This design comes from an exercise in tuning for small area, a short achievable clock period and few clock cycles per item on the open sky130 flow, not from production work. Only simulation tests tie the RTL to the original design; equivalence was not proved. No activity file was given, so power comes from the tool's default toggle rates.

==> design/flow/design.v <==
module booth_enc (
    input  logic [3:0] x_i,
    output logic [5:0] xe_o
);
  assign xe_o[0] = x_i[1];
  assign xe_o[1] = x_i[0];
  assign xe_o[2] = x_i[1] & ~x_i[0];
  assign xe_o[3] = x_i[3];
  assign xe_o[4] = x_i[2] ^ x_i[1];
  assign xe_o[5] = (x_i[3] & ~x_i[2] & ~x_i[1]) | (~x_i[3] & x_i[2] & x_i[1]);
endmodule
module mac_cell #(
    parameter int CW = 4,                
    localparam int NC = 16 / CW          
) (
    input  logic              clk_i,
    input  logic              v_i,       
    input  logic              clr_i,     
    input  logic [5:0]        xe_i,      
    input  logic [7:0]        w_i,
    output logic [15:0]       acc_o,     
    output logic [NC-1:0]     cy_o       
);
  wire neg0 = v_i & xe_i[0];
  wire one0 = v_i & xe_i[1];
  wire two0 = v_i & xe_i[2];
  wire neg1 = v_i & xe_i[3];
  wire one1 = v_i & xe_i[4];
  wire two1 = v_i & xe_i[5];
  wire [8:0] ws = {w_i[7], w_i};
  wire [8:0] m0 = ({9{one0}} & ws) | ({9{two0}} & {w_i, 1'b0});
  wire [8:0] m1 = ({9{one1}} & ws) | ({9{two1}} & {w_i, 1'b0});
  wire [9:0] p0 = {m0[8], m0} ^ {10{neg0}};   
  wire [9:0] p1 = {m1[8], m1} ^ {10{neg1}};   
  wire [15:0] xa = {4'b0000, v_i & ~p0[9], p0[9], p0[9], p0[8:0]};
  wire [15:0] ya = {4'b0000, v_i & ~p1[9], p1[8:0], 2'b00};
  logic [15:0]   acc_q;
  logic [NC-1:0] cy_q;
  wire  [15:0]   a  = clr_i ? 16'd0 : acc_q;
  wire  [NC-1:0] ci = clr_i ? '0 : cy_q;
  logic [15:0] s, c;
  always_comb begin
    s = '0;
    c = '0;
    s[0] = a[0]; c[0] = xa[0];
    s[1] = a[1]; c[1] = xa[1];
    c[2] = neg1;
    for (int i = 2; i < 16; i++) begin
      s[i] = a[i] ^ xa[i] ^ ya[i];
      if (i < 15) c[i+1] = (a[i] & xa[i]) | (a[i] & ya[i]) | (xa[i] & ya[i]);
    end
  end
  logic [15:0]   sum;
  logic [NC-1:0] co;
  always_comb begin
    for (int k = 0; k < NC; k++) begin
      logic cc;
      cc = (k == 0) ? neg0 : ci[k];
      for (int i = k * CW; i < (k + 1) * CW; i++) begin
        sum[i] = s[i] ^ c[i] ^ cc;
        cc     = (s[i] & c[i]) | (s[i] & cc) | (c[i] & cc);
      end
      co[k] = cc;
    end
  end
  always_ff @(posedge clk_i) begin
    acc_q <= sum;
    cy_q  <= {co[NC-2:0], 1'b0};
  end
  assign acc_o = acc_q;
  assign cy_o  = cy_q;
endmodule
module mac_resolve #(
    parameter int CW = 4,
    localparam int NC = 16 / CW
) (
    input  logic [15:0]   acc_i,
    input  logic [NC-1:0] cy_i,
    output logic [15:0]   y_o
);
  logic [15:0] cv;
  always_comb begin
    cv = '0;
    for (int k = 1; k < NC; k++) cv[k*CW] = cy_i[k];
  end
  assign y_o = acc_i + cv;
endmodule
module sa_top (
    input  logic          clk_i,
    input  logic          rst_ni,
    input  logic          s_valid_i,
    input  logic          s_last_i,
    input  logic          m_ready_i,
    output logic          s_ready_o,
    output logic          m_valid_o,
    output logic          m_last_o,
    input  logic [ 15:0]  sx_data_i,
    input  logic [ 63:0]  sk_data_i,
    output logic [ 63:0]  m_data_o
);
  localparam int R  = 4;
  localparam int C  = 8;
  localparam int CW = 2;   
  localparam int NC = 16 / CW;
  logic adv_q;   
  wire  adv_n;
  logic [23:0] x0;   
  logic [63:0] w0;
  logic        v0, l0;
  logic [2:0]  cnt;   
  wire hold = l0 && (cnt != 3'd7);
  wire go0  = v0 && !hold;   
  logic rdy_q;   
  assign s_ready_o = rdy_q;
  logic [23:0] xenc;
  for (genvar r = 0; r < R; r++) begin : g_enc
    booth_enc u_enc (.x_i(sx_data_i[4*r +: 4]), .xe_o(xenc[6*r +: 6]));
  end
  always_ff @(posedge clk_i)
    if (s_ready_o || !v0) begin
      x0 <= xenc;
      w0 <= sk_data_i;
      l0 <= s_last_i;
    end
  always_ff @(posedge clk_i)
    if (!rst_ni) v0 <= 1'b0;
    else if (s_ready_o) v0 <= s_valid_i;
  logic [3:0] nbeat, kmod;
  always_ff @(posedge clk_i)
    if (!rst_ni) nbeat <= 4'd0;
    else if (adv_q && go0) nbeat <= l0 ? 4'd0 : nbeat + 4'd1;
  always_ff @(posedge clk_i)
    if (adv_q && go0 && l0) kmod <= nbeat + 4'd1;
  always_ff @(posedge clk_i)
    if (!rst_ni) cnt <= 3'd7;
    else if (adv_q) begin
      if (go0 && l0) cnt <= 3'd0;
      else if (cnt != 3'd7) cnt <= cnt + 3'd1;
    end
  logic [C-1:1] vs, ls;
  logic [23:0] xs [1:C-1];
  logic [7:0]  ws [1:C-1][1:C-1];   
  always_ff @(posedge clk_i)
    if (!rst_ni) vs <= '0;
    else if (adv_q) vs <= {vs[C-2:1], go0};
  always_ff @(posedge clk_i)
    if (adv_q) ls <= {ls[C-2:1], l0};
  for (genvar j = 1; j < C; j++) begin : g_stage
    always_ff @(posedge clk_i)
      if (adv_q) xs[j] <= (j == 1) ? x0 : xs[j-1];
    for (genvar c = j; c < C; c++) begin : g_w
      always_ff @(posedge clk_i)
        if (adv_q) ws[j][c] <= (j == 1) ? w0[8*c +: 8] : ws[j-1][c];
    end
  end
  logic [15:0]   acc [C][R];
  logic [NC-1:0] cy  [C][R];
  logic [C-1:0]  fc;   
  logic [C-1:0] act_q;
  wire       v0_n   = s_ready_o ? s_valid_i : v0;
  wire       l0_n   = s_ready_o ? s_last_i : l0;
  wire [2:0] cnt_n  = !adv_q ? cnt : (go0 && l0) ? 3'd0 : (cnt != 3'd7) ? cnt + 3'd1 : cnt;
  wire       hold_n = l0_n && (cnt_n != 3'd7);
  wire       go0_n  = v0_n && !hold_n;
  wire [C-1:1] vs_n = adv_q ? {vs[C-2:1], go0} : vs[C-1:1];
  wire [C-1:0] act_n = {C{adv_n}} & {vs_n, go0_n};
  logic [C-1:0] clr_q;
  always_ff @(posedge clk_i)
    if (!rst_ni) act_q <= '0;
    else act_q <= act_n;
  for (genvar c = 0; c < C; c++) begin : g_col
    wire        vc = act_q[c];
    wire        lc = (c == 0) ? l0 : ls[c];
    wire [23:0] xc = (c == 0) ? x0 : xs[c];
    wire [7:0]  wc = (c == 0) ? w0[7:0] : ws[c][c];
    always_ff @(posedge clk_i)
      if (!rst_ni) fc[c] <= 1'b1;
      else if (vc) fc[c] <= lc;
    wire fc_n = vc ? lc : fc[c];
    always_ff @(posedge clk_i)
      if (!rst_ni) clr_q[c] <= 1'b0;
      else clr_q[c] <= act_n[c] && fc_n;
    for (genvar r = 0; r < R; r++) begin : g_row
      mac_cell #(.CW(CW)) u_mac (
          .clk_i(clk_i),
          .v_i  (vc),
          .clr_i(clr_q[c]),
          .xe_i (xc[6*r +: 6]),
          .w_i  (wc),
          .acc_o(acc[c][r]),
          .cy_o (cy[c][r])
      );
    end
  end
  logic [C-1:0] sel;
  logic         push;
  wire [C-1:0] sel_n = adv_q ? ({vs[C-1:1], go0} & {ls[C-1:1], l0}) : sel;
  always_ff @(posedge clk_i)
    if (!rst_ni) begin
      sel  <= '0;
      push <= 1'b0;
    end else begin
      sel  <= sel_n;
      push <= adv_n && |sel_n;
    end
  logic [15:0]   macc [R];
  logic [NC-1:0] mcy  [R];
  always_comb begin
    for (int r = 0; r < R; r++) begin
      macc[r] = '0;
      mcy[r]  = '0;
      for (int c = 0; c < C; c++) begin
        macc[r] = macc[r] | ({16{sel[c]}} & acc[c][r]);
        mcy[r]  = mcy[r]  | ({NC{sel[c]}} & cy[c][r]);
      end
    end
  end
  logic          pv, pl;
  logic [15:0]   pacc [R];
  logic [NC-1:0] pcy  [R];
  logic [63:0]   pres;
  for (genvar r = 0; r < R; r++) begin : g_res
    mac_resolve #(.CW(CW)) u_res (.acc_i(pacc[r]), .cy_i(pcy[r]), .y_o(pres[16*r +: 16]));
  end
  always_ff @(posedge clk_i)
    if (push)
      for (int r = 0; r < R; r++) begin
        pacc[r] <= {macc[r][15:12] - kmod, macc[r][11:0]};
        pcy[r]  <= mcy[r];
      end
  always_ff @(posedge clk_i)
    if (push) begin
      pl  <= sel[C-1];
    end
  logic        hv, sv, hl, sl;
  logic [63:0] hd, sd;
  wire take  = !hv || m_ready_i;     
  wire pmove = pv && (take || !sv);  
  always_ff @(posedge clk_i)
    if (take) begin
      hd <= sv ? sd : pres;
      hl <= sv ? sl : pl;
    end
  always_ff @(posedge clk_i)
    if (pmove && !(take && !sv)) begin
      sd <= pres;
      sl <= pl;
    end
  wire pv_n = push || (pv && !pmove);
  wire hv_n = take ? (sv || pv) : hv;
  wire sv_n = take ? (sv && pv) : (sv || pv);
  always_ff @(posedge clk_i)
    if (!rst_ni) begin
      pv <= 1'b0;
      hv <= 1'b0;
      sv <= 1'b0;
    end else begin
      pv <= pv_n;
      hv <= hv_n;
      sv <= sv_n;
    end
  assign adv_n = !(pv_n && sv_n);
  always_ff @(posedge clk_i)
    if (!rst_ni) adv_q <= 1'b1;
    else adv_q <= adv_n;
  assign m_valid_o = hv;
  assign m_last_o  = hl;
  assign m_data_o  = hd;
  always_ff @(posedge clk_i)
    if (!rst_ni) rdy_q <= 1'b1;
    else rdy_q <= adv_n && !(v0_n && hold_n);
endmodule
==> design/flow/run.sh <==
#!/bin/bash
# synth_recipe.tcl (not shown) runs the flow's synth.tcl, then flattens the netlist and writes it again
# the make line also repeats each setting of config.mk as NAME=value (left out here)
make -C /OpenROAD-flow-scripts/flow DESIGN_CONFIG=/design/flow/config.mk WORK_HOME=/design/flow/orfs CLKGATE_MAP_FILE= SYNTH_SCRIPT=/design/flow/synth_recipe.tcl finish
==> design/flow/config.mk <==
export PLATFORM = sky130hd
export DESIGN_NAME = sa_top
export DESIGN_NICKNAME = sa_top
export VERILOG_FILES = /design/flow/design.v
export SDC_FILE = /design/flow/constraint.sdc
export NUM_CORES = 4
export LEC_CHECK = 0
export CAP_MARGIN = 20
export CORE_MARGIN = 2
export CORE_UTILIZATION = 40
export PLACE_DENSITY = 0.6
export SETUP_SLACK_MARGIN = 1.38
export SLEW_MARGIN = 20
==> design/flow/constraint.sdc <==
create_clock -name core_clock -period 4.2 [get_ports {clk_i}]
set_input_delay 0.8400 -clock core_clock [delete_from_list [all_inputs] [get_ports {clk_i}]]
set_output_delay 0.8400 -clock core_clock [all_outputs]
set_load 0.01 [all_outputs]
==> summary.txt, run 1 <==
Logic synthesis:
- Averaged over all synthesized cells, the footprint is 11.6 sq um.
- For this run, the register share of the synthesized area comes to ~46%.
- Synthesis instantiated between 50 and 60 different standard cells from the library.
- The number of synthesized register bits is 1504.
- The most used flip-flop cell after synthesis is dfxtp_1.
- The number of synthesis warnings is 17.
- The area of the mapped netlist is 0.0818 sq mm.
- The net count after synthesis is between 7k and 8k.
- The cell count after synthesis is 7066.
- Counting flops with an async set or reset pin after synthesis yields a share of 0%.
- The number of enable flip-flop cells after synthesis is 715.

Worst setup path:
- The minimum setup slack among reg-to-reg paths is 1.41 ns.
- The reg-to-reg startpoint is ws[0][7].
- The critical path ends at g_col[1].g_row[1].u_mac.acc_q[13].
- The data required time of the critical path is 4.91 ns.
- The number of cell instances on the worst register-to-register path is 8.
- The worst setup path startpoint is ws[0][7].
- The endpoint of the most critical register-to-register path is g_col[1].g_row[1].u_mac.acc_q[13].
- The critical path capture point type is a register.
- The data arrival time at the worst-slack endpoint is 3.51 ns.
- The critical path is of the register to register type.
- The maximum fanout count along the critical path is 6.
- STA classifies the critical path startpoint as a register.

Layout:
- The layout-stage area growth over the synthesis result is 14.1%.
- The fraction of final layout cells with drive strength greater than 1 is 9.97%.
- The number of fill cells in the layout is 18.4k.
- Cells fill 46.0% of the core in the end.
- The area of the multi-input gates is 0.0409 sq mm.
- The post-layout net count is 7887.
- Registers take 0.0374 sq mm.

Power:
- For this design the static power due to leakage is roughly 37 nW.
- The total power divided by cell area is ~490 mW/mm^2.
- The worst-case IR drop observed on VDD is 0.450 mV.
- The total power is roughly 46 mW.

Clock tree:
- The number of CTS-inserted buffers is 174.
- The CTS tree is built.
- At the later pin of the worst-skew pair, clock insertion delay measures between 0.8 and 0.9 ns.
- The depth of the CTS H-tree is 4.
- No sink is reached through more buffers than the 3 on the longest clock path.
- The clock slew at the register clock pins of the worst setup and hold paths is 0.06 ns.
- The cell chosen for the clock root is clkbuf_16.
- Clock tree synthesis found a total of 1504 sinks.

STA:
- Of the available clock period, the critical path in the final layout requires 66.5%.
- The total negative setup slack is 0 ns.
- Setup violations remaining at the end of the flow were counted as 0.
- The normalized max-slew margin is between 20% and 30%.
- The final count of pins violating max slew was 0.
- For the pin with the worst max-slew slack, the measured transition is 1.08 ns.
- The number of endpoints with negative hold slack in the final report is 0.
- The maximum frequency from static timing analysis is 358 MHz.
- The worst clock skew is 0.0323 ns.
- The worst path needs around 2.8 ns of the cycle, external delays included.
- Setup repair after global routing could not meet its margin everywhere.

Worst hold path:
- The worst hold path was traced through 0 stages.
- The type of the tightest min-delay check is register to register.

Drt:
- The count of routing violations after the opening detailed-route iteration is 6265.
- The remaining antenna violation count is 0.
- The number of remaining DRC errors is 0.
- The number of vias per cell after detailed routing is 5.47.
- The vias after detailed routing is 54.2k.
- The total wirelength of the detailed-routed design is 242000 microns.
- Dividing the detail-routed wire length by the instance count gives 24.5 microns.
- The first TritonRoute pass finished after 8 iterations.

Global routing:
- The via count of the first global-routing pass is 53.1k.
- The residual overflow from global routing is 0.
- The first global-routing pass estimated 355000 microns of wire.
- The initial antenna violation count is 30.
- The maximum number of pins on one net before global-route repair is 126.
- Global routing used 22.9% of the available tracks.

Floorplanning:
- The area of the die is 0.208 sq mm.
- The die is 456 microns wide.
- The y dimension of the die is 456 microns.
- The number of top-level design ports is 152.
- The total area inside the core boundary comes to roughly 0.20 sq mm.
- The floorplan has ~170 rows.
- For this configuration, the core starts out at a cell density of 40.3%.

Place:
- The total of buffers placed on input and output ports is 151.
- The estimated wirelength of the detail-placed design is between 150000 and 200000 microns.
- The final weighted congestion in routability-driven placement is 0.897.

Outcome:
- The run finished with no timing, DRC or antenna violations.

Run:
- The max-cap violation count is 0.
-- placed cells by master (no fill, tap or decap), types with 234 or more instances in the layout --
cell type    n
nand2_1    445
nor2b_1    587
xnor2_1    786
inv_1      320
dfxtp_1    762
edfxtp_1   715
a22oi_1    812
and2_1     292
fa_1       609
buf_4      234
-- per-layer routing --
| layer | vias to the layer above | part of all wire (%) | global-route usage (%) |
|---|---|---|---|
| met5 | - | 0.022 | 0 |
| met4 | 8 | 2.8 | 6.42 |
| met3 | 406 | 11 | 6.10 |
| met2 | 2404 | 42 | 33.4 |
| met1 | 27500 | 44 | 33.5 |
| li1 | 23900 | - | - |
-- cell families (layout without fill, tap and decap cells) --
family / count (synthesis) / count (layout) / share of synthesized area [%]
compound gates: 1050 / 1050 / 9.47
xor+xnor: 864 / 864 / 9.25
fa+ha+maj: 819 / 819 / 17.9
buf+inv: 938 / 1104 / 4.60
flops: 1504 / 1504 / 45.6
mux: 64 / 64 / 0.858
other cells: 0 / 2 / 0
simple gates: 1827 / 1827 / 12.4
-- state kept, by name, summed over array words and instances, names as in the netlist, 7 cells and up --
signal / count
act_q: 8
pacc: 64
sd: 64
fc: 8
g_col.g_row.u_mac.acc_q: 512
ls: 7
x0: 24
hd: 64
xs: 168
clr_q: 8
g_col.g_row.u_mac.cy_q: 224
pcy: 28
w0: 64
ws: 224
vs: 7
sel: 8
-- worst max-delay path: stages, from the launching register on --
cell and delay (ns):
edfxtp_1 0.33, buf_4 0.18, buf_2 0.27, o21ai_0 0.15, xor2_1 0.17, and2_1 0.21
fa_2 0.51, fa_1 0.51, ha_1 0.32
-- where the power goes --
group | total (mW) | switching [mW] | internal [mW]
combinational | 9.08 | 4.72 | 4.36
sequential | 20.9 | 2.89 | 18.0
clock | 15.6 | 6.48 | 9.15
total | 45.6 | 14.1 | 31.5
-- stage by stage --
step | std cells | hold WS [ns] | worst slack, ns | instance area [sq um]
final | 9906 | 0.414 | 1.41 | 93300
after global routing | 9904 | 0.421 | 1.37 | 93300
after CTS | 9831 | 0.414 | 1.38 | 92600
after detailed placement | 9393 | 0.405 | 0.990 | 85300
after global placement | 9393 | 0.402 | 0.992 | 85300
after floorplan | 7066 | 0.400 | 0.00682 | 81800
-- cell usage after synthesis, types with 111 or more instances --
library cell | n | area (sq um)
a22oi_1 | 812 | 6100
and2_1 | 294 | 1840
buf_2 | 147 | 736
clkbuf_1 | 431 | 1620
dfxtp_1 | 789 | 15800
edfxtp_1 | 715 | 21500
fa_1 | 612 | 12300
inv_1 | 321 | 1200
nand2_1 | 445 | 1670
nand2b_1 | 202 | 1260
nand4_1 | 111 | 694
nor2b_1 | 612 | 3830
xnor2_1 | 786 | 6880
-- timing repair --
action,4_1_cts,5_1_grt
buffers inserted,110,72
gates cloned,0,1
pin swaps,0,2
endpoints found under the setup margin,298,109
hold buffers,0,0
resized for setup,19,39
-- worst min path at each step --
stage / startpoint / endpoint / slack, ns
after floorplan: w0[8] / ws[0][0] / 0.40
after global placement: ws[10][2] / ws[17][2] / 0.40
after detailed placement: ws[3][0] / ws[10][0] / 0.40
after CTS: ws[4][4] / ws[11][4] / 0.41
after global routing: ws[10][3] / ws[17][3] / 0.42
final: ws[4][5] / ws[11][5] / 0.41
-- layout make-up --
class                      count  share of cell area (%)
timing repair buffer         454                    4.92
multi-input combinational   4624                    43.9
antenna                        2                 0.00536
clock inverter                98                    1.28
tap                         2672                    3.58
sequential                  1504                    40.0
inverter                     322                    1.30
clock buffer                 230                    5.02
Testbench counts, summed over its fixed seeds: cycles 5,488, items 384.
==> run 2, diff against run 1 <==
--- a/design/flow/config.mk
+++ b/design/flow/config.mk
@@ -8,6 +8,9 @@
 export CAP_MARGIN = 20
 export CORE_MARGIN = 2
 export CORE_UTILIZATION = 40
+export CTS_BUF_LIST = sky130_fd_sc_hd__clkbuf_16
+export CTS_CLUSTER_DIAMETER = 90
+export CTS_CLUSTER_SIZE = 22
 export PLACE_DENSITY = 0.6
 export SETUP_SLACK_MARGIN = 1.38
 export SLEW_MARGIN = 20
==> summary.txt, run 2 <==
Logic synthesis:
- The cell count after synthesis is between 7k and 8k.
- After synthesis, the largest area contributor takes up 26.3% of total cell area.
- The complex-gate fraction of the synthesized area is 9.47%.
- The number of synthesized register bits is 1504.
- The synthesized-area fraction occupied by and/or/nand/nor cells is around an eighth.
- By count the netlist is led by a22oi_1 (812), dfxtp_1 (789), xnor2_1 (786).
- The dominant combinational cell family by area after synthesis is adder cells.
- Each instance of the synthesized netlist takes up on average between 10 and 15 sq um.
- Among all flip-flop cells after synthesis, the most frequent one is dfxtp_1.
- For this run, asynchronously set or reset flops after synthesis account for 0%.
- The number of synthesis warnings is 17.
- The number of distinct library cells after synthesis is 54.
- After synthesis, the share of cell area in mux cells is 0.858%.
- The number of enable flip-flop cells after synthesis is ~720.
- The most repeated cell in the gate-level netlist after synthesis is a22oi_1.
- In the post-synthesis netlist, the biggest area contributors are edfxtp_1 (26%), dfxtp_1 (19%), fa_1 (15%).
- Summing every instance area after synthesis gives 0.0818 sq mm.
- Of the total synthesized cell area, the portion taken by full adders, half adders and majority gates is between 10% and 20%.
- Counting every net in the synthesized netlist gives 7873.
- The part of the Yosys area used for sequential elements is a little under half.
- The cell taking the most area after synthesis is edfxtp_1.
- After Yosys synthesis, XOR and XNOR cells account for a little under a tenth of the synthesized area.

Layout:
- The number of fill cells in the layout is 18.7k.
- The library cell used most frequently in the layout, excluding fill and tap cells, is a22oi_1.
- In the layout the commonest cells are a22oi_1 (810), xnor2_1 (786), dfxtp_1 (762), edfxtp_1 (715), fa_1 (608).
- The largest registers in the layout are g_col.g_row.u_mac.acc_q (512), g_col.g_row.u_mac.cy_q (224), ws (224).
- The register with the most flip-flops in the layout has 512 of them.
- From synthesis to final layout, the design area changed by 10.7%.
- The final core area utilization is 44.7%.
- The fraction of final layout cells with drive strength greater than 1 is 8.54%.
- The register with the most flip-flops in the final layout is g_col.g_row.u_mac.acc_q.
- In the final design database the tool counted 7802 nets.

Clock tree:
- The number of CTS-inserted buffers is 91.
- The clock passes through at most 3 buffers.
- The CTS tree is built.
- In this run the number of H-tree levels came out at 3.
- After clock tree synthesis, the clock-pin slew on the worst setup and hold paths is 0.09 ns.
- The clock sink total is 1504.
- The clock latency reported for the late side of the worst-skew pair is approximately 0.8 ns.
- The tree is rooted in a clkbuf_16.

STA:
- Adding up every negative setup slack in the final design gives 0 ns.
- Counting I/O delays and the setup requirement, the final critical path takes ~2.8 ns.
- Setup repair after global routing left no endpoint under its margin.
- The count of endpoints failing setup in the final report is 0.
- The normalized max-slew margin is 30.1%.
- The portion of the clock cycle consumed by the worst path in the final layout is 66.5%.
- The final count of pins violating max slew is 0.
- Timing would allow up to 358 MHz.
- Between clock sinks in the finished design, the worst skew comes to slightly above 0.07 ns.
- The tightest hold path in the finished design has a slack of 0.409 ns.
- The number of endpoints with negative hold slack in the final report is 0.
- For the pin with the worst max-slew slack, the measured transition is 1.05 ns.

Drt:
- The vias after detailed routing is 53.4k.
- The uppermost layer routed is met5.
- The total iterations of the first detailed-routing run is 7.
- The total wirelength of the detailed-routed design is 241000 microns.
- In the final routed layout, each cell accounts on average for ~25 microns.
- Once detail routing completed, the nets flagged for antenna violations numbered 0.
- The detailed router put a total of 107000 microns of wire on met1.
- Summed over all nets, wire length on met3 after detailed routing comes to 25300 microns.
- In the routed design, unresolved DRC markers number 0.
- Using the TritonRoute via totals, the vias-per-cell ratio works out to 5.48.
- In this run, the number of DRC markers left after iteration 0 of detailed routing was 6025.
- The met2 wirelength from detailed routing is 103000 microns.

Worst hold path:
- The type of the tightest min-delay check is register to register.
- The cell depth of the worst hold path is 0.

Floorplanning:
- The number of top-level design ports is 152.
- The die is 456 microns tall.
- The die boundary width is 456 microns.
- The starting utilization of the core area is 40.3%.
- The floorplan step defined a core boundary enclosing 0.203 sq mm.
- The floorplan has 165 rows.
- The die covers 0.208 sq mm.

Global routing:
- The global-route wire length before repair is 351000 microns.
- The initial antenna violation count is 33.
- Global routing used ~23% of the available tracks.
- Entering global routing, the biggest net connects 126 pins.
- The residual overflow from global routing is 0.
- The via count of the first global-routing pass is 52.0k.

Place:
- The final weighted congestion in routability-driven placement is 0.897.
- Port buffering added 151 buffers.
- Once detailed placement completed, the half-perimeter wirelength came to 179000 microns.

Worst setup path:
- The critical path is of the register to register type.
- Data on the critical path arrives at its endpoint at about 3.3 ns.
- In this run the worst path has a maximum fanout of 42.
- STA classifies the critical path startpoint as a register.
- The worst setup path is captured at a register.
- The number of cells on the worst reg-to-reg path is 6.
- For the worst setup path, the data required time is 4.71 ns.

Power:
- The total power divided by cell area is between 400 and 500 mW/mm^2.
- The maximum vdd drop is 0.337 mV.
- The analysis attributes to cell leakage a power of 35.5 nW.
- The total power is between 40 and 50 mW.

Run:
- The max-cap violation count is 0.

Outcome:
- The flow ran to the end and the layout has no timing, DRC or antenna violations.
==> run 2: logic make-up (layout without fill, tap and decap cells) <==
family | count (synthesis) | after routing
xor gates and xnor gates | 864 | 864
DFF | 1504 | 1504
and+or+nand+nor | 1827 | 1827
other | 0 | 4
AOI/OAI and AO/OA | 1050 | 1050
adders and majority gates | 819 | 819
muxes | 64 | 64
buffers and inverters | 938 | 945
==> run 2: report_power, final <==
part	internal (mW)	switching, mW	leakage, nW
Sequential	18.0	2.89	13.9
Clock	4.59	5.55	1.60
Combinational	4.36	4.73	20.0
Total	26.9	13.2	35.5
==> run 2: metrics by stage <==
stage | area (sq um) | worst slack (ns) | instances
detailed placement | 85300 | 0.990 | 9393
CTS | 89800 | 1.38 | 9674
floorplan | 81800 | 0.00682 | 7066
global placement | 85300 | 0.992 | 9393
global route | 90500 | 1.36 | 9745
finish | 90500 | 1.40 | 9749
==> run 2: worst paths after layout <==
| path | from | end | slack, ns |
|---|---|---|---|
| setup reg to reg | sel[5] | pacc[2][14] | 1.40 |
| setup / recovery | sel[5] | pacc[2][14] | 1.40 |
| hold / removal | ws[10][1] | ws[17][1] | 0.41 |
| hold reg to reg | ws[10][1] | ws[17][1] | 0.41 |
==> run 2: critical path: stages, from the launching register on <==
cell and delay (ns):
dfxtp_4 0.87, buf_4 0.41, a22oi_1 0.12, and4_1 0.30, ha_1 0.23, fa_1 0.43
xnor2_1 0.15
==> run 2: metal layers <==
layer / vias up / GRT usage (%)
met5: - / 0
met1: 27200 / 33.2
met2: 2222 / 33.4
met3: 332 / 5.98
met4: 12 / 5.42
li1: 23600 / -
==> run 2: final cells by class <==
cell class	instances	area [sq um]	share of cell area (%)
antenna	4	10.0	0.0111
clock buffer	94	2350	2.60
clock inverter	77	734	0.811
inverter	322	1210	1.34
multi-input combinational	4624	40900	45.2
sequential	1504	37400	41.3
tap	2672	3340	3.69
timing repair buffer	452	4580	5.06
==> run 2: repair_timing <==
item / in CTS / in global routing
setup buffers: 110 / 70
gates resized for setup: 18 / 43
endpoints found under the setup margin: 301 / 107
pin swaps: 0 / 1
hold buffers: 0 / 0
gates cloned: 0 / 1
==> run 3, diff against run 2 <==
--- a/design/flow/config.mk
+++ b/design/flow/config.mk
@@ -9,8 +9,8 @@
 export CORE_MARGIN = 2
 export CORE_UTILIZATION = 40
 export CTS_BUF_LIST = sky130_fd_sc_hd__clkbuf_16
-export CTS_CLUSTER_DIAMETER = 90
-export CTS_CLUSTER_SIZE = 22
+export CTS_CLUSTER_DIAMETER = 80
+export CTS_CLUSTER_SIZE = 20
 export PLACE_DENSITY = 0.6
 export SETUP_SLACK_MARGIN = 1.38
 export SLEW_MARGIN = 20
==> summary.txt, run 3 <==
Layout:
- With fillers left out, the area of the finished cells amounts to around 0.091 sq mm.
- The area of the multi-input gates is 0.0409 sq mm.
- The most common library cell in the layout ignoring fill and taps is a22oi_1.
- The register with the most flip-flops in the layout has just over 500 of them.
- The sequential cells in the finished layout cover a total of 0.0374 sq mm.
- In the layout the commonest cells are a22oi_1 (810), xnor2_1 (786), dfxtp_1 (762), edfxtp_1 (715), fa_1 (609).
- The number of fill cells in the layout is 18.6k.
- Of the cells placed in the final design, the portion with a size suffix greater than 1 is 8.63%.
- The register containing the most flip-flops in the final layout is g_col.g_row.u_mac.acc_q.
- The post-layout net count is 7803.
- The layout-stage area growth over the synthesis result is 11.1%.
- The largest registers in the layout are g_col.g_row.u_mac.acc_q (512), g_col.g_row.u_mac.cy_q (224), ws (224).

Logic synthesis:
- The synthesized netlist contains 54 unique library cells.
- By area the synthesized netlist is led by edfxtp_1 (26%), dfxtp_1 (19%), fa_1 (15%).
- The top cell type's share of synthesized area is between 20% and 30%.
- The number of nets handed over by synthesis was 7873.
- The number of synthesis warnings is 17.
- The part of the Yosys area used for sequential elements is 45.6%.
- The most used flip-flop cell after synthesis is dfxtp_1.
- Sorting the synthesized cells by how often they occur yields a22oi_1 (812), dfxtp_1 (789), xnor2_1 (786).
- After synthesis, the mean cell area works out to 11.6 sq um.
- The synthesized design contains about 1.5k register bits.
- Counting flops with an async set or reset pin after synthesis yields a share of 0%.
- The cell count after synthesis is 7066.
- The synthesized design contains 715 enable-type register cells.
- The cell taking the most area after synthesis is edfxtp_1.
- In this run the cell area of the synthesized design comes to 0.0818 sq mm.
- The most repeated cell in the gate-level netlist after synthesis is a22oi_1.

Worst hold path:
- The cell depth of the worst hold path is 0.
- The path class of the tightest hold or removal check is register to register.
- The destination of the worst hold path is ws[18][7].
- The startpoint of the tightest hold check path is ws[11][7].

Clock tree:
- The H-tree was split into 3 levels.
- The CTS tree is built.
- Clock-pin slew was measured on the worst setup and hold paths at 0.09 ns.
- The clock sink total is 1504.
- The cell chosen for the clock root is clkbuf_16.
- The maximum clock path buffer count is 3.
- TritonCTS created 105 clock buffers.
- The clock reaches the later pin of the worst-skew pair after 0.79 ns.

Drt:
- The first detailed-routing pass took 6 iterations.
- The count of routing violations after the opening detailed-route iteration is 6406.
- For this run, design rule violations remaining after detail routing come to 0.
- In the final routed layout, each cell accounts on average for 24.7 microns.
- The met2 wirelength from detailed routing is between 100000 and 150000 microns.
- For this block, the routed nets add up to 241000 microns of wire.
- The total length of routed met3 wires is 25000 microns.
- After detailed routing, the number of vias per cell comes to 5.50.
- The uppermost layer routed is met5.
- The remaining antenna violation count is 0.
- The vias after detailed routing is 53.7k.
- For this block, wires on met1 add up to 107000 microns.

STA:
- The final count of pins violating max slew came to 0.
- For the pin with the worst max-slew slack, the measured transition is 1.08 ns.
- For this run, the top clock speed supported by timing is 358 MHz.
- The number of endpoints with negative hold slack in the final report was 0.
- In the finished design, the share of the clock period the worst path needs comes to 66.6%.
- The total negative setup slack is 0 ns.
- Measured against its own limit, the worst slew margin works out to 27.7%.
- Across the routed clock network, the largest skew measured is 0.0664 ns.
- The smallest clock period supported by the final layout is computed as 2.80 ns.
- Setup violations remaining at the end of the flow were counted as 0.
- Setup repair after global routing could not meet its margin everywhere.

Floorplanning:
- The number of rows in the core area is 165.
- After floorplanning, the core was sized to cover 0.203 sq mm.
- roughly 150 I/O pins were placed.
- In this run the vertical extent of the chip is 456 microns.
- The starting utilization of the core area is 40.3%.
- The die is 456 microns wide.
- The area of the die is roughly 0.21 sq mm.

Global routing:
- The residual overflow from global routing is 0.
- The via count of the first global-routing pass is 52.3k.
- The initial antenna violation count came to 35.
- The global-route wire length before repair is 353000 microns.
- The maximum number of pins on one net before global-route repair is 126.
- Global routing used between 20% and 30% of the available tracks.

Power:
- The total power divided by cell area is 451 mW/mm^2.
- The maximum vdd drop is just under 0.4 mV.
- For this design the static power due to leakage is 35.7 nW.

Worst setup path:
- The delay of the slowest critical-path stage is 0.49 ns.
- The worst register-to-register path has a depth of 8.
- The minimum setup slack among reg-to-reg paths is 1.40 ns.
- For this design, the slowest cell found on the critical path is fa_1.
- The signal on the critical path passes through buf_12, buf_4, o21ai_0, xor2_1, nor2b_2, maj3_1, fa_1, fa_1.
- The most common cell type on the critical path is fa_1.
- The data arrival time at the worst-slack endpoint is approximately 3.5 ns.
- The kind of cell adding the most delay to the critical path is adder cells.
- The type of origin of the critical path is a register.
- The critical path is of the register to register type.
- STA classifies the critical path endpoint as a register.
- The number of buffer and inverter stages on the critical path is 2.
- The reg-to-reg startpoint is ws[16][7].
- The worst register-to-register path ends at g_col[3].g_row[2].u_mac.acc_q[11].
- The data required time of the critical path is 4.88 ns.
- Of all nets on the critical path, the largest fanout is 10.

Place:
- The placed cell area is 0.0853 sq mm.
- After legalization and detailed placement, the total HPWL measured 179000 microns.
- The final weighted congestion in routability-driven placement is 0.897.
- The total of buffers placed on input and output ports is 151.

Run:
- Across the run, the number of max-cap violations was 0.

Outcome:
- The run finished with no timing, DRC or antenna violations.
[run 3: cell counts after synthesis]
No cell type changed its count.
[run 3: kinds of logic after synthesis]
kind of cell,share of synthesized area (%)
AOI/OAI and AO/OA,9.47
xor gates and xnor gates,9.25
adders and majority gates,17.9
buffers and inverters,4.60
DFF,45.6
muxes,0.858
and+or+nand+nor,12.4
[run 3: worst max path at each step]
| stage | start | depth (start not counted) | slack (ns) | end |
|---|---|---|---|---|
| floorplan | adv_q | 4 | 0.007 | clr_q[1] |
| finish | ws[16][7] | 8 | 1.40 | g_col[3].g_row[2].u_mac.acc_q[11] |
| global route | w0[7] | 7 | 1.36 | g_col[0].g_row[0].u_mac.acc_q[13] |
| CTS | xs[4][1] | 6 | 1.38 | g_col[4].g_row[0].u_mac.acc_q[11] |
| detailed placement | rst_ni | 5 | 0.99 | clr_q[0] |
| global placement | rst_ni | 5 | 0.99 | clr_q[0] |
[run 3: power breakdown]
part | internal, mW | total (mW) | switching [mW]
sequential | 18.0 | 20.9 | 2.91
clock | 5.17 | 11.0 | 5.83
combinational | 4.34 | 9.05 | 4.71
[run 3: timing repair]
action | in CTS | in global routing
endpoints found under the hold margin | 0 | 0
hold buffers | 0 | 0
setup buffers | 115 | 52
endpoints found under the setup margin | 301 | 113
resized for setup | 16 | 39
pin swaps | 0 | 1
gates cloned | 1 | 0
[run 3: final cells by class]
type,count,area share [%]
multi-input combinational,4624,45.0
sequential,1504,41.1
timing repair buffer,439,4.92
tap,2672,3.68
clock buffer,109,3.00
inverter,322,1.33
clock inverter,90,0.886
antenna,5,0.0138
[run 3: per-layer routing]
metal  vias to the layer above  track usage (%)
met2                      2289             33.6
met5                         -                0
met3                       357             5.50
met4                         8             5.45
li1                      23700                -
met1                     27400             33.6
[run 3: metrics by stage]
stage	worst slack, ns	power (mW)	hold WS [ns]	utilization, %	cells
after floorplan	0.00682	26.2	0.400	-	7066
after global placement	0.992	29.4	0.402	42.1	9393
after detailed placement	0.990	29.8	0.405	42.1	9393
after CTS	1.38	41.0	0.417	44.5	9708
after global routing	1.36	43.1	0.419	44.8	9761
final	1.40	41.0	0.416	44.8	9765
==> run 4, diff against run 3 <==
--- a/design/flow/config.mk
+++ b/design/flow/config.mk
@@ -12,5 +12,5 @@
 export CTS_CLUSTER_DIAMETER = 80
 export CTS_CLUSTER_SIZE = 20
 export PLACE_DENSITY = 0.6
-export SETUP_SLACK_MARGIN = 1.38
+export SETUP_SLACK_MARGIN = 1.3
 export SLEW_MARGIN = 20
==> summary.txt, run 4 <==
Outcome:
- The run finished with no timing, DRC or antenna violations.

STA:
- The count of endpoints failing setup in the final report is 0.
- The final count of pins violating max slew is 0.
- The total negative setup slack is 0 ns.
- For this run, the top clock speed supported by timing is around 350 MHz.
- Setup repair after global routing left no endpoint under its margin.
- The portion of the clock cycle consumed by the worst path in the final layout is 67.5%.
- On the final layout, the worst clock skew is 0.0669 ns.
- The post-layout worst setup margin is 1.37 ns.
- The final hold slack is 0.413 ns.
- The pin slew with the least headroom to its limit is 1.06 ns.
- The worst pin sits at a relative slew slack of 29.4%.
- The worst path needs 2.83 ns of the cycle, external delays included.
- The number of endpoints with negative hold slack in the final report was 0.

Logic synthesis:
- The synthesized design contains 1504 register bits.
- Averaged over all synthesized cells, the footprint is 11.6 sq um.
- In this run, distinct cell masters in the synthesized netlist total 54.
- During synthesis, Yosys emitted a total of 17 warnings.
- Sequential cells were found to cover 45.6% of the synthesized design area.
- By instance count, the leading cell after synthesis is a22oi_1.
- By count the netlist is led by a22oi_1 (812), dfxtp_1 (789), xnor2_1 (786).
- When the netlist entered floorplanning its net count stood at 7873.
- The cell area that synthesis handed to floorplanning was 0.0818 sq mm.
- After synthesis, the cell types taking the most area are edfxtp_1 (26%), dfxtp_1 (19%), fa_1 (15%).
- The number of enable flip-flop cells after synthesis is 715.
- In the synthesized netlist the dominant register cell turns out to be dfxtp_1.
- The top cell type's share of synthesized area is 26.3%.
- The cell count after synthesis is 7066.
- For this run, asynchronously set or reset flops after synthesis account for 0%.
- edfxtp_1 takes more of the synthesized area than any other cell.

Worst setup path:
- In this run the worst path has a maximum fanout of 15.
- At the worst endpoint, the arrival time is 3.58 ns.
- The type of origin of the critical path is a register.
- The data required time of the critical path is 4.94 ns.
- The signal on the critical path passes through buf_4, o21ai_1, xor2_2, nor2b_1, maj3_2, fa_1, fa_1.
- The critical path in this run is classified as register to register.
- The critical path capture point type is a register.
- The startpoint identified for the worst register-to-register timing path is w0[7].
- The cell that appears most often on the critical path is fa_1.
- The library cell contributing the largest single delay on the critical path is fa_1.
- The worst setup path startpoint is w0[7].
- On the worst path, the slowest cell contributes a delay of 0.54 ns.

Layout:
- The register with the most flip-flops in the final layout is g_col.g_row.u_mac.acc_q.
- The area of the multi-input gates is 0.0408 sq mm.
- The library cells used most frequently in the layout, excluding fill and tap cells, are a22oi_1 (812), xnor2_1 (786), dfxtp_1 (762), edfxtp_1 (715), fa_1 (611).
- The most common library cell in the layout ignoring fill and taps is a22oi_1.
- The layout-stage area growth over the synthesis result is 10.8%.
- The layout has roughly 19k filler cells.
- In the final layout, flip-flops and latches occupy between 0.03 and 0.04 sq mm.
- Once layout is done, the placed cells without fillers occupy 0.0906 sq mm.
- The largest registers in the layout are g_col.g_row.u_mac.acc_q (512), g_col.g_row.u_mac.cy_q (224), ws (224).
- The fraction of final layout cells with drive strength greater than 1 is 8.11%.
- The flip-flop count of the largest register, all copies and words added is 512.
- After the last flow step, the layout net total stands at 7782.

Clock tree:
- TritonCTS built the clock tree.
- The clock latency reported for the late side of the worst-skew pair is 0.79 ns.
- The depth of the CTS H-tree is 3.
- The clock drives 1504 sinks.
- The number of CTS-inserted buffers is around 110.
- The clock slew at the register clock pins of the worst setup and hold paths is roughly 0.090 ns.
- For this design, the CTS-stage hold fixing added 0 buffers.
- The cell chosen for the clock root is clkbuf_16.
- The clock passes through at most 3 buffers.

Worst hold path:
- The worst hold path begins at ws[11][7].
- The type of the tightest min-delay check is register to register.

Floorplanning:
- The die boundary width is 456 microns.
- Pin placement for this block handled between 150 and 200 I/O pins.
- After floorplanning, the core was sized to cover 0.203 sq mm.
- The number of rows in the core area is around 170.
- The starting utilization of the core area is 40.3%.
- The die covers 0.208 sq mm.
- Measured along the y axis, the die boundary spans roughly 460 microns.

Drt:
- The average detailed-routed wire length per instance is between 20 and 25 microns.
- For this block, the routed nets add up to 240000 microns of wire.
- The routed layout has about 53k vias.
- After detailed routing, the number of remaining DRC violations is 0.
- The first routing iteration left 6330 violations.
- The remaining antenna violation count is 0.
- The total iterations of the first detailed-routing run is 6.
- Dividing the detail-routed via count by the number of cells gives 5.47.

Run:
- Across the run, the number of max-cap violations was 0.

Global routing:
- The initial antenna violation count is 36.
- The global-route wire length before repair is ~350000 microns.
- The residual overflow from global routing is 0.
- Entering global routing, the biggest net connects ~130 pins.
- The via count of the first global-routing pass came to between 50k and 60k.
- Across every metal layer, demand over resource in global routing totals a little under a quarter.

Place:
- The estimated wirelength of the detail-placed design is 179000 microns.
- The placed cell area is 0.0853 sq mm.
- In this run the tool buffered the top-level ports with 151 buffer cells.
- The final weighted congestion in routability-driven placement is about 0.90.
- Prior to clock tree synthesis, the placed netlist has a worst setup slack of ~0.99 ns.

Power:
- The analysis attributes to cell leakage a power of 35.6 nW.
- The total power divided by cell area is 451 mW/mm^2.
- Across the VDD grid, the largest voltage drop is around 0.39 mV.
## run 4: repair_timing
item,in CTS,in global routing
resized for setup,7,23
endpoints found under the setup margin,242,79
setup buffers,104,43
## run 4: kinds of logic after synthesis
family,Yosys count,share of synthesized area [%]
simple gates,1827,12.4
mux,64,0.858
flops,1504,45.6
fa+ha+maj,819,17.9
buf+inv,938,4.60
compound gates,1050,9.47
xor+xnor,864,9.25
## run 4: final timing paths
kind / endpoint / slack [ns] / cells after the start
min reg2reg: ws[18][7] / 0.41 / 0
max reg2reg: g_col[0].g_row[2].u_mac.acc_q[11] / 1.37 / 7
max: g_col[0].g_row[2].u_mac.acc_q[11] / 1.37 / 7
min: ws[18][7] / 0.41 / 0
## run 4: final cells by class
cell class                      instances  share of cell area, %
Multi-Input combinational cell       4624                   45.1
Sequential cell                      1504                   41.2
Timing Repair Buffer                  418                   4.73
Tap cell                             2672                   3.69
Clock buffer                          109                   3.01
Inverter                              322                   1.33
Clock inverter                         90                  0.888
Antenna cell                            5                 0.0138
## run 4: critical path: cells and delay by family, from the launching register on
kind	cells	cell delay, ns
fa+ha+maj	3	1.35
flops	1	0.43
xor+xnor	1	0.40
buf+inv	1	0.24
simple gates	1	0.24
compound gates	1	0.16
## run 4: layer usage
layer  part of all wire, %  vias up  global-route usage (%)
li1                      -    23600                       -
met1                    44    27100                    33.3
met2                    43     2297                    33.4
met3                    10      341                    5.79
met4                   2.6       14                    5.55
met5                 0.038        -                       0
## run 4: where the power goes
part	internal, mW	switching [mW]	total, mW
Combinational	4.32	4.66	8.98
Sequential	18.0	2.92	20.9
Clock	5.17	5.82	11.0
Total	27.5	13.4	40.9
## run 4: through the flow
stage	instances	util [%]	power [mW]
2_1_floorplan	7066	-	26.2
3_3_place_gp	9393	42.1	29.4
3_5_place_dp	9393	42.1	29.8
4_1_cts	9696	44.5	41.0
5_1_grt	9740	44.7	43.1
6_report	9744	44.7	40.9
==> run 5, diff against run 4 <==
--- a/design/flow/config.mk
+++ b/design/flow/config.mk
@@ -9,8 +9,8 @@
 export CORE_MARGIN = 2
 export CORE_UTILIZATION = 40
 export CTS_BUF_LIST = sky130_fd_sc_hd__clkbuf_16
-export CTS_CLUSTER_DIAMETER = 80
-export CTS_CLUSTER_SIZE = 20
+export CTS_CLUSTER_DIAMETER = 100
+export CTS_CLUSTER_SIZE = 24
 export PLACE_DENSITY = 0.6
-export SETUP_SLACK_MARGIN = 1.3
+export SETUP_SLACK_MARGIN = 1.52
 export SLEW_MARGIN = 20
==> summary.txt, run 5 <==
Outcome:
- The flow ran to the end and the layout has no timing, DRC or antenna violations.

Logic synthesis:
- Ranked by total cell area, the synthesized netlist is headed by edfxtp_1 (26%), dfxtp_1 (19%), fa_1 (15%).
- The synthesized netlist devotes ~12% of its cell area to simple gates.
- The top cell type by area accounts for 26.3% of the synthesized area.
- The adder and majority gate portion of the synthesized area is 17.9%.
- The average instance in the mapped netlist occupies 11.6 sq um.
- The number of different library cells used by synthesis comes to 54.
- After synthesis, flip-flops and latches occupy 45.6% of the total area.
- The largest total area in the synthesized netlist belongs to edfxtp_1.
- Summing the areas of all xor and xnor instances in the mapped netlist gives 9.25% of the synthesized area.
- The area of the mapped netlist is 0.0818 sq mm.
- The synthesized netlist devotes 9.47% of its cell area to compound gates.
- After synthesis the netlist holds a flip-flop and latch count of 1504.
- The net count after synthesis is 7873.
- Counting every instance in the synthesized netlist gives 7066.
- The primary flip-flop cell chosen by synthesis mapping is dfxtp_1.
- Sorting the synthesized cells by how often they occur yields a22oi_1 (812), dfxtp_1 (789), xnor2_1 (786).
- The number of synthesis warnings is 17.
- The fraction of synthesis flops using an asynchronous set or reset pin is 0%.
- The most common cell in the synthesized netlist is a22oi_1.
- The number of enable flip-flop cells after synthesis is around 700.
- The mux share of post-synthesis cell area is 0.858%.
- After synthesis, the largest family of logic cells by area is adder cells.

Layout:
- The number of fill cells in the layout is ~18k.
- The most common library cell in the layout ignoring fill and taps is xnor2_1.
- More flip-flops sit in one register than any other, and that register is g_col.g_row.u_mac.acc_q.
- The largest registers in the layout are g_col.g_row.u_mac.acc_q (512), g_col.g_row.u_mac.cy_q (224), ws (224).
- The layout-stage area growth over the synthesis result is 14.2%.
- The fraction of final layout cells with drive strength greater than 1 is 14.4%.
- Excluding fillers, the count of instances in the completed layout stands at 10.0k.
- The register with the most flip-flops in the layout has 512 of them.
- The post-layout net count is 8078.
- For this run, the share of the core covered by cells in the final layout is 46.0%.
- The library cells used most frequently in the layout, excluding fill and tap cells, are xnor2_1 (782), dfxtp_1 (762), edfxtp_1 (715), a22oi_1 (712), nor2b_1 (582).

Drt:
- Summing over every cut layer, the via total after detailed routing is 54.6k.
- After detailed routing, no signal wire sits above met4.
- For this block, the routed nets add up to ~250000 microns of wire.
- The count of routing violations after the opening detailed-route iteration is 6195.
- The met1 routed wirelength after detailed routing is around 110000 microns.
- The number of remaining DRC errors is 0.
- The number of vias per cell after detailed routing is 5.45.
- The remaining antenna violation count is 0.
- In the final routed layout, each cell accounts on average for 24.9 microns.
- The met2 wirelength from detailed routing is 106000 microns.
- The total iterations of the first detailed-routing run is 5.
- The total length of routed met3 wires is 25700 microns.

Place:
- At the end of routability-driven placement, the weighted congestion stood at 0.911.
- The estimated wirelength of the detail-placed design is 178000 microns.
- The count of placed standard cells including taps is approximately 9.4k.
- The count of buffers added on input and output ports is 151.

Global routing:
- Global routing used 23.1% of the available tracks.
- The residual overflow from global routing is 0.
- The via count of the first global-routing pass is 53.0k.
- The maximum number of pins on one net before global-route repair is 127.
- The global-route wire length before repair is 357000 microns.
- The initial antenna violation count is 27.

Power:
- Summed over all cells, the static leakage comes to 36.8 nW.
- Dividing total power by cell area gives a power density of 428 mW/mm^2.
- The net switching power figure is 13.3 mW.
- Of the total power, registers draw 51.9%.
- In this run switching power makes up approximately 33% of total power.
- Across the VDD grid, the largest voltage drop is 0.347 mV.
- The power share of the combinational group is 25.0%.
- The clock network accounts for 23.1% of the total power.
- The cell-internal power is ~27 mW.

STA:
- Adding up every negative setup slack in the final design gives 0 ns.
- Subtracting the final worst setup slack from the clock period gives 2.71 ns.
- The final count of pins violating max slew is 0.
- The number of endpoints with negative hold slack in the final report came to 0.
- The worst clock skew is 0.0670 ns.
- The count of endpoints failing setup in the final report is 0.
- Setup repair after global routing could not meet its margin everywhere.
- Static timing analysis puts the maximum clock frequency at 369 MHz.
- Of the available clock period, the critical path in the final layout requires 64.6%.
- For the pin with the worst max-slew slack, the measured transition is between 0.9 and 1 ns.
- Headroom to the max-slew limit came out at 34.6%.

Clock tree:
- The CTS tree is built.
- The cell chosen for the clock root is clkbuf_16.
- The clock latency reported for the late side of the worst-skew pair is 0.80 ns.
- The maximum clock path buffer count is 3.
- The clock slew at the register clock pins of the worst setup and hold paths is ~0.11 ns.
- In this run the number of H-tree levels came out at 3.
- The clock sink total is 1504.
- The number of CTS-inserted buffers is 81.

Floorplanning:
- The number of rows in the core area is 165.
- The die covers 0.208 sq mm.
- The floorplan step set the die width to roughly 460 microns.
- The number of top-level design ports is 152.
- The y dimension of the die is 456 microns.
- The total core area is 0.203 sq mm.
- The initial utilization of the core area, before any placement, comes to 40.3%.

Worst setup path:
- Data on the critical path arrives at its endpoint at about 3.5 ns.
- The endpoint of the most critical register-to-register path is g_col[1].g_row[3].u_mac.acc_q[11].
- Data on the critical path is required at its endpoint by 4.95 ns.
- The worst setup path is captured at a register.
- The number of cell instances on the worst register-to-register path is 8.
- The capture point of the critical path is g_col[1].g_row[3].u_mac.acc_q[11].
- STA classifies the critical path startpoint as a register.
- In this run the worst path has a maximum fanout of 6.
- The worst setup path is of the register to register kind.
- The worst register-to-register path begins at ws[0][7].
- The worst setup path startpoint is ws[0][7].
- The minimum setup slack among reg-to-reg paths is 1.49 ns.

Worst hold path:
- The type of the tightest min-delay check is register to register.
- The startpoint of the tightest hold check path is w0[15].

Run:
- The tool flagged a number of max-cap violations equal to 0.
[run 5: worst min path at each step]
stage / end / slack, ns / cells after the start
floorplan: ws[0][0] / 0.40 / 0
global placement: ws[10][4] / 0.40 / 0
detailed placement: ws[16][2] / 0.40 / 0
CTS: ws[9][2] / 0.40 / 0
global route: ws[9][2] / 0.40 / 0
finish: ws[0][7] / 0.39 / 0
[run 5: kinds of logic after synthesis]
logic type	after synthesis
AND/OR/NAND/NOR	1827
AO/OA/AOI/OAI	1050
buffers and inverters	938
flip-flops	1504
XOR/XNOR	864
multiplexers	64
adder cells (fa/ha/maj)	819
[run 5: timing repair]
item / 4_1_cts / 5_1_grt
pin swaps: 2 / 35
setup endpoints to repair: 364 / 244
hold buffers: 0 / 0
setup buffers: 183 / 279
gates resized for setup: 70 / 245
gates cloned: 2 / 1
[run 5: cell type report]
| class | instances | area [sq um] | share of cell area, % |
|---|---|---|---|
| clock buffers | 84 | 2100 | 2.25 |
| flip-flops and latches | 1504 | 37400 | 40.0 |
| well taps | 2672 | 3340 | 3.58 |
| repair buffers | 738 | 7100 | 7.61 |
| inverters | 322 | 1210 | 1.29 |
| diodes | 5 | 12.5 | 0.0134 |
| multi-input cells | 4624 | 41700 | 44.7 |
| clock inverters | 67 | 498 | 0.533 |
[run 5: layer usage]
metal	global-route usage (%)	vias up
met4	6.49	0
met1	33.5	27700
met5	0	-
met3	6.05	361
met2	33.9	2419
li1	-	24200
[run 5: power groups by stage]
| stage | clock [mW] | sequential (mW) | combinational, mW |
|---|---|---|---|
| floorplan | 0 | 19.2 | 7.03 |
| global placement | 0 | 21.3 | 8.13 |
| detailed placement | 0 | 21.3 | 8.52 |
| CTS | 9.45 | 20.7 | 9.20 |
| global route | 9.94 | 20.9 | 11.2 |
| finish | 9.23 | 20.7 | 9.99 |
[run 5: metrics by stage]
| step | hold slack (ns) | worst slack, ns | total power, mW | instance area, sq um |
|---|---|---|---|---|
| finish | 0.391 | 1.49 | 40.0 | 93300 |
| global route | 0.403 | 1.43 | 42.0 | 93300 |
| CTS | 0.401 | 1.47 | 39.4 | 90200 |
| detailed placement | 0.405 | 1.08 | 29.8 | 85300 |
| global placement | 0.401 | 1.08 | 29.4 | 85300 |
| floorplan | 0.400 | 0.00682 | 26.2 | 81800 |
[run 5: critical path, cell delays in order, from the launching register on]
cell,delay (ns)
edfxtp_1,0.44
buf_12,0.17
buf_4,0.14
o21ai_2,0.07
xor2_2,0.36
nor2b_4,0.12
maj3_1,0.40
fa_1,0.43
fa_1,0.53
==> run 6, diff against run 5 <==
--- a/design/flow/config.mk
+++ b/design/flow/config.mk
@@ -12,5 +12,5 @@
 export CTS_CLUSTER_DIAMETER = 100
 export CTS_CLUSTER_SIZE = 24
 export PLACE_DENSITY = 0.6
-export SETUP_SLACK_MARGIN = 1.52
+export SETUP_SLACK_MARGIN = 1.38
 export SLEW_MARGIN = 20
==> summary.txt, run 6 <==
Drt:
- The total iterations of the first detailed-routing run is 6.
- The vias after detailed routing is 53.2k.
- The average detailed-routed wire length per instance is 24.7 microns.
- The number of remaining DRC errors is 0.
- The remaining antenna violation count is 0.
- The total wirelength of the detailed-routed design is 240000 microns.
- Using the TritonRoute via totals, the vias-per-cell ratio works out to 5.48.
- The count of routing violations after the opening detailed-route iteration is 6388.

Worst setup path:
- The slowest stage of the critical path belongs to the cell fa_1.
- The data required time of the critical path is 4.93 ns.
- At the worst endpoint, the arrival time is 3.51 ns.
- Measured in cells, the most critical reg-to-reg path has a length of 8.
- The most common cell type on the critical path is fa_1.
- The endpoint of the most critical register-to-register path is g_col[1].g_row[2].u_mac.acc_q[11].
- In this run the critical register-to-register path is launched from ws[0][7].
- By startpoint and endpoint, the worst setup path is classified as register to register.
- The type of origin of the critical path is a register.
- For this run, the slowest stage of the critical path takes 0.54 ns.
- The minimum setup slack among reg-to-reg paths is 1.41 ns.
- Traced cell by cell, the critical path runs through buf_4, buf_6, o21ai_1, xor2_2, nor2b_4, maj3_1, fa_1, fa_1.
- In this run the worst path has a maximum fanout of 6.
- The critical path capture point type is a register.

Worst hold path:
- In this run the most critical hold path is launched from ws[2][1].
- The cell depth of the worst hold path is 0.
- The type of the tightest min-delay check is register to register.
- The destination of the worst hold path is ws[9][1].

STA:
- The final period demand of the worst path is roughly 2.8 ns.
- The total negative setup slack is 0 ns.
- The number of endpoints with negative hold slack in the final report is 0.
- Setup repair after global routing could not meet its margin everywhere.
- The pin slew with the least headroom to its limit is 1.08 ns.
- For the final database, setup skew stands at between 0.07 and 0.08 ns.
- The portion of the clock cycle consumed by the worst path in the final layout is 66.4%.
- The normalized max-slew margin is 27.8%.
- Setup violations remaining at the end of the flow were counted as 0.
- Derived from the worst setup path, the maximum achievable clock frequency is 359 MHz.
- The final count of pins violating max slew is 0.

Power:
- Of the total power, registers draw 53.7%.
- The total power is 38.9 mW.
- In this run the power spent charging and discharging nets is 12.8 mW.
- The power share of the combinational group is a little under a quarter.
- The total power divided by cell area is approximately 430 mW/mm^2.
- The maximum vdd drop is 0.317 mV.
- For this design the static power due to leakage is approximately 35 nW.
- In this run switching power makes up 33.0% of total power.
- The clock network fraction of design power is between 20% and 30%.
- The internal portion of the total power is 26.0 mW.

Floorplanning:
- The area of the die is approximately 0.21 sq mm.
- The starting utilization of the core area is 40.3%.
- The total core area is ~0.2 sq mm.
- The floorplan has roughly 170 rows.
- Measured along the y axis, the die boundary spans 456 microns.
- roughly 150 I/O pins were placed.
- In this run the horizontal extent of the chip is 456 microns.

Logic synthesis:
- The number of distinct library cells after synthesis is 54.
- By area the synthesized netlist is led by edfxtp_1 (26%), dfxtp_1 (19%), fa_1 (15%).
- The synthesized area divided by synthesized cell count is roughly 12 sq um.
- Among all flip-flop cells after synthesis, the most frequent one is dfxtp_1.
- The top cell type's share of synthesized area is 26.3%.
- The area of the mapped netlist is between 0.08 and 0.09 sq mm.
- The cell count after synthesis is 7066.
- The synthesized design contains 715 enable-type register cells.
- The Yosys step of the flow raised 17 warnings.
- Sorting the synthesized cells by how often they occur yields a22oi_1 (812), dfxtp_1 (789), xnor2_1 (786).
- The biggest area contributor in the post-synthesis netlist is edfxtp_1.
- The fraction of synthesis flops using an asynchronous set or reset pin is 0%.
- The part of the Yosys area used for sequential elements is 45.6%.
- The number of nets handed over by synthesis was 7873.
- Counting flops and latches in the post-synthesis netlist gives ~1.5k.
- Among all cell types in the netlist, the one instantiated most often is a22oi_1.

Outcome:
- The run finished with no timing, DRC or antenna violations.

Layout:
- The flip-flop and latch area is 0.0374 sq mm.
- The register with the most flip-flops in the layout has 512 of them.
- The post-layout net count is 7783.
- For this run, the share of the core covered by cells in the final layout is between 40% and 50%.
- In the layout the commonest cells are a22oi_1 (812), xnor2_1 (786), dfxtp_1 (762), edfxtp_1 (715), fa_1 (610).
- The area of the multi-input gates is 0.0409 sq mm.
- The largest registers in the layout are g_col.g_row.u_mac.acc_q (512), g_col.g_row.u_mac.cy_q (224), ws (224).
- Relative to the synthesized area, the layout overhead comes to 9.91%.
- Fill cells in the final layout number 18.7k.
- The library cell used most frequently in the layout, excluding fill and tap cells, is a22oi_1.
- The register containing the most flip-flops in the final layout is g_col.g_row.u_mac.acc_q.
- In the final layout, the share of cells above drive strength 1 is under 10%.

Place:
- The congestion estimate from routability-driven global placement came to 0.897.
- Detailed placement finished with a half-perimeter wire length of 179000 microns.
- Buffers placed on the I/O ports in this run total around 150.

Global routing:
- Entering global routing, the biggest net connects 126 pins.
- The initial antenna violation count is 34.
- After global routing the overflow that remains totals 0.
- Global routing used around 23% of the available tracks.
- The first global-routing pass estimated 351000 microns of wire.
- The via count of the first global-routing pass is 52.0k.

Clock tree:
- In this run the clock root is driven by a clkbuf_16.
- Counting along the longest clock path gives a buffer depth of 3.
- The clock sink total is around 1.5k.
- At the later pin of the worst-skew pair, clock insertion delay measures 0.78 ns.
- The depth of the CTS H-tree is 3.
- Clock-pin slew was measured on the worst setup and hold paths at around 0.10 ns.
- The CTS tree is built.
- Counting the buffers created by CTS gives 77.
- The number of hold buffers added after cts is 0.

Run:
- The max-cap violation count is 0.
## run 6: logic make-up (layout without fill, tap and decap cells)
kind of cell             Yosys count  in the layout  share of synthesized area [%]
AND/OR/NAND/NOR                 1827           1827                           12.4
flip-flops                      1504           1504                           45.6
AO/OA/AOI/OAI                   1050           1050                           9.47
buffers and inverters            938            911                           4.60
XOR/XNOR                         864            864                           9.25
adder cells (fa/ha/maj)          819            819                           17.9
multiplexers                      64             64                          0.858
other                              0              7                              0
## run 6: routing by layer
layer	track usage (%)	share of wire [%]	up-vias
li1	-	-	23600
met1	33.4	44	27100
met2	33.3	42	2188
met3	5.64	10	342
met4	5.67	2.8	6
met5	0	0.011	-
## run 6: area by class of cell
cell class	instances	share of cell area [%]
Multi-Input combinational cell	4624	45.5
Sequential cell	1504	41.6
Timing Repair Buffer	447	5.07
Tap cell	2672	3.72
Clock buffer	79	2.20
Inverter	322	1.34
Clock inverter	63	0.557
Antenna cell	7	0.0195
## run 6: how the worst max path moves through the flow
stage / cells after the start / start / endpoint
after floorplan: 4 / adv_q / clr_q[1]
after global placement: 5 / rst_ni / clr_q[0]
after detailed placement: 5 / rst_ni / clr_q[0]
after CTS: 5 / act_q[4] / g_col[4].g_row[0].u_mac.acc_q[7]
after global routing: 8 / ws[0][7] / g_col[1].g_row[1].u_mac.acc_q[13]
final: 8 / ws[0][7] / g_col[1].g_row[2].u_mac.acc_q[11]
## run 6: worst max-delay path, delay by kind of cell, from the launching register on
family / cells / cell delay (ns)
and+or+nand+nor: 1 / 0.12
xor gates and xnor gates: 1 / 0.39
DFF: 1 / 0.38
adders and majority gates: 3 / 1.37
buffers and inverters: 2 / 0.35
AOI/OAI and AO/OA: 1 / 0.14
## run 6: stage by stage
step | std cells | hold WS, ns | setup slack, ns | cell area, sq um
detailed placement | 9393 | 0.405 | 0.990 | 85300
floorplan | 7066 | 0.400 | 0.00682 | 81800
global placement | 9393 | 0.402 | 0.992 | 85300
CTS | 9650 | 0.407 | 1.38 | 89300
global route | 9713 | 0.418 | 1.36 | 89900
finish | 9718 | 0.407 | 1.41 | 89900
## run 6: power by group through the flow
stage	combinational (mW)	sequential, mW	clock (mW)
floorplan	7.03	19.2	0
global placement	8.09	21.3	0
detailed placement	8.47	21.3	0
CTS	8.98	20.8	9.13
global route	10.2	21.1	9.61
finish	9.08	20.9	8.90
## run 6: what timing repair did
action	CTS	global route
endpoints found under the setup margin	297	112
pin swaps	0	1
gates resized for setup	17	38
setup buffers	115	60
cloned	0	1
==> run 7, diff against run 6 <==
--- a/design/flow/config.mk
+++ b/design/flow/config.mk
@@ -12,5 +12,5 @@
 export CTS_CLUSTER_DIAMETER = 100
 export CTS_CLUSTER_SIZE = 24
 export PLACE_DENSITY = 0.6
-export SETUP_SLACK_MARGIN = 1.38
+export SETUP_SLACK_MARGIN = 1.42
 export SLEW_MARGIN = 20
==> summary.txt, run 7 <==
Global routing:
- The via count of the first global-routing pass came to 52.0k.
- The initial antenna violation count is 35.
- Global routing used 22.8% of the available tracks.
- The global-route wire length before repair is 352000 microns.
- The total overflow left after global routing is 0.
- Entering global routing, the biggest net connects around 130 pins.

Clock tree:
- The tree built by TritonCTS fans out to roughly 1.5k sinks.
- The number of CTS-inserted buffers is 77.
- CTS placed an instance of clkbuf_16 at the clock tree root.
- For the worst-skew pair, the clock arrives at the later sink with an insertion delay of 0.79 ns.
- The depth of the CTS H-tree is 3.
- The CTS tree is built.
- After clock tree synthesis, the clock-pin slew on the worst setup and hold paths is 0.10 ns.

Outcome:
- The flow ran to the end and the layout has no timing, DRC or antenna violations.

Logic synthesis:
- The cell taking the most area after synthesis is edfxtp_1.
- The number of nets handed over by synthesis was 7873.
- Counting flops with a built-in enable in the synthesized netlist gives roughly 700.
- The number of synthesis warnings is 17.
- The synthesized area divided by synthesized cell count is ~12 sq um.
- After synthesis, the largest area contributor takes up 26.3% of total cell area.
- The commonest cells after synthesis are a22oi_1 (812), dfxtp_1 (789), xnor2_1 (786).
- The fraction of synthesis flops using an asynchronous set or reset pin is 0%.
- The cell count after synthesis is 7066.
- The most common cell in the synthesized netlist is a22oi_1.
- By area the synthesized netlist is led by edfxtp_1 (26%), dfxtp_1 (19%), fa_1 (15%).
- The number of distinct library cells after synthesis is 54.
- The most used flip-flop cell after synthesis is dfxtp_1.

STA:
- In this run the tightest slew margin relative to its limit is 30.0%.
- The portion of the clock cycle consumed by the worst path in the final layout is 65.6%.
- The number of endpoints with negative hold slack in the final report is 0.
- The pin slew with the least headroom to its limit is around 1.0 ns.
- Setup repair after global routing could not meet its margin everywhere.
- Based on the critical path, the design can be clocked at up to 363 MHz.
- The post-layout worst setup margin is 1.44 ns.
- The worst clock skew is 0.0716 ns.
- The final period demand of the worst path is 2.76 ns.
- Adding up every negative setup slack in the final design gives 0 ns.
- The final count of pins violating max slew was 0.

Worst hold path:
- The type of the tightest min-delay check is register to register.
- In this run the most critical hold path is launched from ws[2][1].

Worst setup path:
- The endpoint identified for the worst register-to-register timing path is g_col[0].g_row[2].u_mac.acc_q[11].
- The worst register-to-register path begins at w0[7].
- Data on the critical path is required at its endpoint by 4.93 ns.
- Along the worst path, the maximum fanout reaches 15.
- The path type of the worst setup path is register to register.
- The worst setup path is captured at a register.
- The number of cells on the worst reg-to-reg path is 7.

Layout:
- The post-layout net count is 7835.
- The largest registers in the layout are g_col.g_row.u_mac.acc_q (512), g_col.g_row.u_mac.cy_q (224), ws (224).
- The post-route non-filler standard cell count is 9768.
- The register with the most flip-flops in the layout has between 500 and 600 of them.
- The library cells used most frequently in the layout, excluding fill and tap cells, are a22oi_1 (807), xnor2_1 (786), dfxtp_1 (762), edfxtp_1 (715), fa_1 (606).
- The fraction of final layout cells with drive strength greater than 1 is 8.80%.

Drt:
- The routed layout has 53.6k vias.
- In the final routed layout, each cell accounts on average for 24.9 microns.
- After the first detailed-routing iteration, the DRC count stood at about 6.3k.
- The first detailed-routing pass took 7 iterations.
- In the routed layout, each cell is associated on average with a via count of approximately 5.5.
- The number of remaining DRC errors is 0.

Run:
- The max-cap violation count is 0.

Floorplanning:
- The number of rows in the core area is between 150 and 200.
- The number of top-level design ports is 152.
- The y dimension of the die is 456 microns.
- The total area inside the core boundary comes to 0.203 sq mm.
- From left edge to right edge, the die measures about 460 microns.
- The starting utilization of the core area is between 40% and 50%.
- The area of the die is 0.208 sq mm.

Power:
- Dividing total power by cell area gives a power density of 431 mW/mm^2.

Place:
- The count of placed standard cells including taps is 9393.
- The estimated wirelength of the detail-placed design is 179000 microns.
- Timing analysis after detailed placement gives a worst setup slack of just under 1 ns.
run 7: cell count changes in the layout (fill, tap and decap cells not counted), moves of 3 or more:
cell,delta
o21ai_0,-3
buf_4,+46
a22oi_1,-5
and2_2,+3
fa_1,-4
fa_2,+4
and2_1,-3
a22oi_2,+5
o21ai_1,+3
run 7: timing repair:
action	4_1_cts	5_1_grt
pin swaps	0	3
setup buffers	128	99
gates resized for setup	23	55
cloned	1	0
endpoints found under the setup margin	324	126
hold buffers	0	0
run 7: report_power, final:
part / switching [mW] / internal [mW]
sequential: 2.85 / 18.0
clock: 5.20 / 3.69
combinational: 4.82 / 4.42
total: 12.9 / 26.1
run 7: cell families after synthesis:
kind of cell | Yosys count | synth area share, %
AO/OA/AOI/OAI | 1050 | 9.47
buffers and inverters | 938 | 4.60
XOR/XNOR | 864 | 9.25
adder cells (fa/ha/maj) | 819 | 17.9
flip-flops | 1504 | 45.6
AND/OR/NAND/NOR | 1827 | 12.4
multiplexers | 64 | 0.858
run 7: through the flow:
stage	hold WS, ns	utilization (%)	instance area, sq um	power [mW]
after global routing	0.418	44.6	90400	41.1
after CTS	0.407	44.1	89400	38.9
final	0.403	44.6	90400	39.0
after global placement	0.402	42.1	85300	29.4
after floorplan	0.400	-	81800	26.2
after detailed placement	0.405	42.1	85300	29.8
run 7: worst max path at each step:
stage / slack, ns / end / start
floorplan: 0.007 / clr_q[1] / adv_q
global placement: 0.99 / clr_q[0] / rst_ni
detailed placement: 0.99 / clr_q[0] / rst_ni
CTS: 1.41 / g_col[1].g_row[0].u_mac.acc_q[11] / ws[0][7]
global route: 1.38 / g_col[3].g_row[1].u_mac.acc_q[7] / ws[16][6]
finish: 1.44 / g_col[0].g_row[2].u_mac.acc_q[11] / w0[7]
run 7: area by class of cell:
cell class | instances | area, sq um
diodes | 5 | 12.5
clock buffers | 79 | 1980
clock inverters | 63 | 500
fillers | 18700 | 112000
inverters | 322 | 1210
multi-input cells | 4624 | 41000
flip-flops and latches | 1504 | 37400
well taps | 2672 | 3340
repair buffers | 499 | 5000
run 7: critical path, cell delays in order (launching register included):
cell,delay (ns)
edfxtp_1,0.46
buf_6,0.21
o21ai_1,0.14
xor2_2,0.42
nor2b_2,0.18
maj3_2,0.36
fa_1,0.43
fa_1,0.53
run 7: metal layers:
metal,share of wire (%),global-route usage [%]
met2,43,33.4
met4,2.8,5.76
met1,44,33.5
met3,11,5.61
met5,0.014,0

Check on run 7: ideal ports give 1.443 ns setup slack; a clkbuf_16 on the clock port and buf_2 on the inputs give 1.443 ns; moving port delays by the midpoint clock arrival (0.843 ns) as well gives 0.994 ns.
